This design comes from an exercise in tuning for small area, a short achievable clock period and few clock cycles on the open sky130 flow, not from production work.
RTL that was checked went through simulation tests only; none was proved equivalent to the original.
Power and IR drop assume default switching activity.

Design fast_top_level, start of the top module:
module fast_top_level #(
    parameter X_MAX = 64,
    parameter Y_MAX = 64,
    parameter THRESHOLD = 20
) (
    input logic clk, n_rst,
    input logic [7:0] SRAM_in_gaus,
    input logic new_trans, SRAM_in_fast,
    input logic [$clog2(X_MAX) - 1:0] max_x, max_y,
    output logic write_SRAM_fast, read_SRAM_gaus, read_SRAM_fast, write_SRAM_OUT, done,
    output logic signed [$clog2(X_MAX):0] x_addr_gaus, y_addr_gaus, x_addr_fast, y_addr_fast, x_addr_OUT, y_addr_OUT,
    output logic [23:0] SRAM_OUT_wdata
);
Size in the first run: about 2600 cells after synthesis.
clock: 8.0 ns
lec_check: 0
cap_margin: 20
core_margin: 2
core_utilization: 40
cts_buf_list: sky130_fd_sc_hd__clkbuf_8
cts_cluster_size: 30
place_density: 0.6
slew_margin: 20
run.sh (not shown) runs the stock make flow with config.mk's settings and CLKGATE_MAP_FILE= SYNTH_SCRIPT=/design/flow/synth_recipe.tcl, a recipe that flattens the netlist after the stock synthesis.
Change:
- CTS_BUF_LIST: sky130_fd_sc_hd__clkbuf_8 -> unset
- CTS_CLUSTER_SIZE: 30 -> unset
- SETUP_SLACK_MARGIN: unset -> 5
=> The new run ran to the end with no violations. Sequential power is about the same. Synthesized area stays the same. Routed wire length decreases by 1.1%. Cell count decreases by 2.5%. Utilization barely changes. Clock-buffer cell count decreases by 77. Total power increases by 0.76%. Clock skew stays flat.
No functional check of the RTL was part of any run of this note.

* * *

## v39
Another version of the RTL of fast_top_level (not shown whole).
Size in the first run: about 1200 flip-flops, ~95 I/O pins, roughly 31000 sq um of cells after synthesis.
clock: 8.0 ns
lec_check: 0
cap_margin: 20
core_margin: 2
core_utilization: 40
cts_cluster_diameter: 100
cts_cluster_size: 30
place_density: 0.6
slew_margin: 20
standard.sh (not shown) runs the stock make flow with config.mk's settings and CLKGATE_MAP_FILE= SYNTH_SCRIPT=/design/flow/synth_recipe.tcl, a recipe that flattens the netlist after the stock synthesis.
==> flow/flow/run.sh <==
#!/bin/bash
# Standard layout, with timing repair aimed below the clock period (setup
# margin) and plain buffers on the ports. The make output goes to
# standard_finish.log; each ORFS step logs to orfs/logs/.
set -euo pipefail
bash standard.sh SETUP_SLACK_MARGIN=5.4 \
    "BUFFER_PORTS_ARGS=-buffer_cell sky130_fd_sc_hd__buf_4" \
    finish > standard_finish.log 2>&1
Testbench counts of v39, summed over its fixed seeds: cycles 97,376.
Here is what was changed in the inputs of v23 compared with v39.
# v39
export LEC_CHECK = 0
export CAP_MARGIN = 20
export CORE_MARGIN = 2
export CORE_UTILIZATION = 40
export CTS_CLUSTER_DIAMETER = 100
export CTS_CLUSTER_SIZE = 30
export PLACE_DENSITY = 0.6
export SLEW_MARGIN = 20
create_clock -name core_clock -period 8.0 [get_ports {clk}]
# v23
export LEC_CHECK = 0
export CAP_MARGIN = 20
export CORE_MARGIN = 2
export CORE_UTILIZATION = 40
export CTS_CLUSTER_DIAMETER = 100
export CTS_CLUSTER_SIZE = 34
export PLACE_DENSITY = 0.6
export SLEW_MARGIN = 20
create_clock -name core_clock -period 8.0 [get_ports {clk}]
-- flow/flow/run.sh --
<<< v39, line 7
    "BUFFER_PORTS_ARGS=-buffer_cell sky130_fd_sc_hd__buf_4" \
>>> v23, line 7
    "BUFFER_PORTS_ARGS=-buffer_cell sky130_fd_sc_hd__buf_2" \
- Both conditions hold for v23: the flow ran to the end and the final layout passed the timing, design-rule and antenna checks.
- Count of nets after finishing of v39 is on par with v23.
- Taking v39 as the reference, in v23 clock transition at the registers of the reported paths held steady, count of inserted antenna diode cells grew by 1.

* * *

before:
fast_top_level, a different RTL version from the one above (not shown whole).
Size: ~2700 cells after synthesis, ~1200 flip-flops, roughly 95 I/O pins, roughly 34000 sq um of cells after synthesis.
clock: 8.0 ns
lec_check: 0
cap_margin: 20
core_margin: 2
core_utilization: 40
cts_cluster_diameter: 100
cts_cluster_size: 30
place_density: 0.6
slew_margin: 20
==> flow/flow/run.sh <==
#!/bin/bash
# Standard layout, with timing repair aimed below the clock period (setup
# margin) and plain buffers on the ports. The make output goes to
# standard_finish.log; each ORFS step logs to orfs/logs/.
set -euo pipefail
bash standard.sh SETUP_SLACK_MARGIN=5.4 \
    "BUFFER_PORTS_ARGS=-buffer_cell sky130_fd_sc_hd__buf_4" \
    finish > standard_finish.log 2>&1
For after, these inputs were changed with respect to before:
--- a/flow/config.mk
+++ b/flow/config.mk
@@ -11,2 +11,2 @@
-export CTS_CLUSTER_DIAMETER = 100
-export CTS_CLUSTER_SIZE = 30
+export CTS_CLUSTER_DIAMETER = 90
+export CTS_CLUSTER_SIZE = 25
Notes after the runs:
| detailed-route wire length | before vs after | ≈ equal |. Diff after..before | cell count | negligible. Vias: after more than before. Higher internal portion of total power among after and before: after. From before to after, fraction of synthesized cell area in xor and xnor cells did not move at all. Diff before -> after | number of instances resized during post-cts repair | increase of about 0.8%. Utilization before -> after: up. after: done, clean on timing, DRC and antenna. before -> after: power dissipated by switching net loads increased slightly. after -> before: pin count of the biggest net entering global routing flat. The worst hold margin was comparable across after and before.
No run of this note included a check of the RTL's function; only the layout flow was run.

* * *

Another version of the RTL of fast_top_level (not shown whole).
Size in the first run: about 960 flip-flops, about 95 I/O pins.
Settings: LEC_CHECK=0, CAP_MARGIN=20, CORE_MARGIN=2, CORE_UTILIZATION=55, CTS_CLUSTER_DIAMETER=80, CTS_CLUSTER_SIZE=34, PLACE_DENSITY=0.7, SLEW_MARGIN=20; clock period 8.0 ns.
==> flow/flow/run.sh <==
#!/bin/bash
# Standard layout, with timing repair aimed below the clock period (setup
# margin) and plain buffers on the ports. The make output goes to
# standard_finish.log; each ORFS step logs to orfs/logs/.
set -euo pipefail
bash standard.sh SETUP_SLACK_MARGIN=5.2 \
    "BUFFER_PORTS_ARGS=-buffer_cell sky130_fd_sc_hd__buf_2" \
    finish > standard_finish.log 2>&1
Testbench counts at the start, summed over its fixed seeds: cycles 107,168.
Change:
--- a/flow/flow/run.sh
+++ b/flow/flow/run.sh
@@ -5,3 +5,3 @@
 set -euo pipefail
-bash standard.sh SETUP_SLACK_MARGIN=5.2 \
+bash standard.sh SETUP_SLACK_MARGIN=5.3 \
     "BUFFER_PORTS_ARGS=-buffer_cell sky130_fd_sc_hd__buf_2" \
CORE_UTILIZATION = 40   (was 55)
CTS_CLUSTER_DIAMETER = 100   (was 80)
CTS_CLUSTER_SIZE = 30   (was 34)
PLACE_DENSITY = 0.6   (was 0.7)
Outcome:
- setup slack loses 16 ps
- wire length climbs by 3.5%
- power climbs by 1.3%
Change:
--- a/flow/flow/run.sh
+++ b/flow/flow/run.sh
@@ -5,3 +5,3 @@
 set -euo pipefail
-bash standard.sh SETUP_SLACK_MARGIN=5.3 \
+bash standard.sh SETUP_SLACK_MARGIN=5.2 \
     "BUFFER_PORTS_ARGS=-buffer_cell sky130_fd_sc_hd__buf_2" \
CTS_CLUSTER_DIAMETER = 70   (was 100)
CTS_CLUSTER_SIZE = 36   (was 30)
The changed run completed with no timing, DRC or antenna violations. Worst setup slack gets better by 13 ps. Worst hold slack gets better by 3.0 ps. Wire length decreases by 1.7%. Cell area decreases by 1.2%.
Change:
CTS_CLUSTER_DIAMETER = 100   (was 70)
CTS_CLUSTER_SIZE = 30   (was 36)
Outcome: Die area stays the same; total power fell by 3.8%; sequential share of layout area is higher by 0.85 points; setup slack is worse by 12 ps; clock power went down by 12%; count of clock-buffer cells in the layout is lower by 1; core utilization came out lower by 0.53 points; area after synthesis is unchanged.

* * *

Setup of build 2:
fast_top_level, a different RTL version from the one above (not shown whole).
Size: ~2,100 cells after synthesis, roughly 970 flip-flops, ~95 I/O pins, ~27,000 µm² of cells after synthesis.
Settings: LEC_CHECK=0, CAP_MARGIN=20, CORE_MARGIN=2, CORE_UTILIZATION=40, CTS_CLUSTER_DIAMETER=100, CTS_CLUSTER_SIZE=30, PLACE_DENSITY=0.6, SLEW_MARGIN=20; clock period 8.0 ns.
==> flow/flow/run.sh <==
#!/bin/bash
# Standard layout, with timing repair aimed below the clock period (setup
# margin) and plain buffers on the ports. The make output goes to
# standard_finish.log; each ORFS step logs to orfs/logs/.
set -euo pipefail
bash standard.sh SETUP_SLACK_MARGIN=5.1 \
    "BUFFER_PORTS_ARGS=-buffer_cell sky130_fd_sc_hd__buf_2" \
    finish > standard_finish.log 2>&1
Testbench counts of build 2, summed over its fixed seeds: cycles 107,168.
Setup changes, build 2 to trial 59
diff --git a/flow/flow/run.sh b/flow/flow/run.sh
--- a/flow/flow/run.sh
+++ b/flow/flow/run.sh
@@ -5,3 +5,3 @@
 set -euo pipefail
-bash standard.sh SETUP_SLACK_MARGIN=5.1 \
+bash standard.sh SETUP_SLACK_MARGIN=5.2 \
     "BUFFER_PORTS_ARGS=-buffer_cell sky130_fd_sc_hd__buf_2" \
==> comparison <==
NOTE: met3 wire length in trial 59 exceeds that of build 2. Between build 2 and trial 59, the number of non-filler instances in the completed layout figures differ only marginally. | wire length of the first global-routing pass | trial 59 vs build 2 | ≈ equal |. Changes observed in trial 59 relative to build 2: total global-route track usage about even, final critical-path setup slack went up 0.0038 ns, final design utilization essentially unchanged.

static timing again, ports no longer ideal:
The flow's constraints put no driver on any port. The routed layouts listed below were extracted and timed again, unchanged, in two steps. Step 1 sets driving cells, clkbuf_16 on the clock port and buf_2 on the other inputs (assumed; they add their load-dependent delay and slew). Step 2 times the ports against the registers' clock, not the clock port: input delays grow and output delays shrink by t, the midpoint of the rising clock arrivals with the driver on. Three values: ideal ports, drivers, drivers and shift; two values: the first two.
run	t, ns	slack for setup (ns)	worst hold slack (ns)	pins driven straight from the clock port
the first run of note 1	0.850	4.272 / 4.213 / 4.341	0.304 / 0.304 / 0.304	1
the second run of note 1	0.713	5.047 / 5.006 / 5.047	0.310 / 0.310 / 0.310	1
v39	0.679	5.146 / 5.083 / 5.240	0.311 / 0.311 / 0.311	1
v23	0.682	5.160 / 5.094 / 5.164	0.316 / 0.316 / 0.316	1
before	0.679	5.110 / 5.105 / 5.110	0.294 / 0.294 / 0.294	1
after	0.694	5.131 / 5.106 / 5.131	0.292 / 0.292 / 0.292	1
the first run of note 4	0.642	5.229 / 5.170 / 5.294	0.312 / 0.312 / 0.312	1
the second run of note 4	0.661	5.213 / 5.151 / 5.376	0.315 / 0.315 / 0.315	1
the third run of note 4	0.652	5.226 / 5.169 / 5.273	0.318 / 0.318 / 0.318	1
the fourth run of note 4	0.659	5.214 / 5.152 / 5.308	0.314 / 0.314 / 0.314	1
build 2	0.647	5.186 / 5.125 / 5.242	0.307 / 0.307 / 0.307	1
trial 59	0.643	5.190 / 5.129 / 5.337	0.307 / 0.307 / 0.307	1
After both steps every run listed still meets setup and hold.
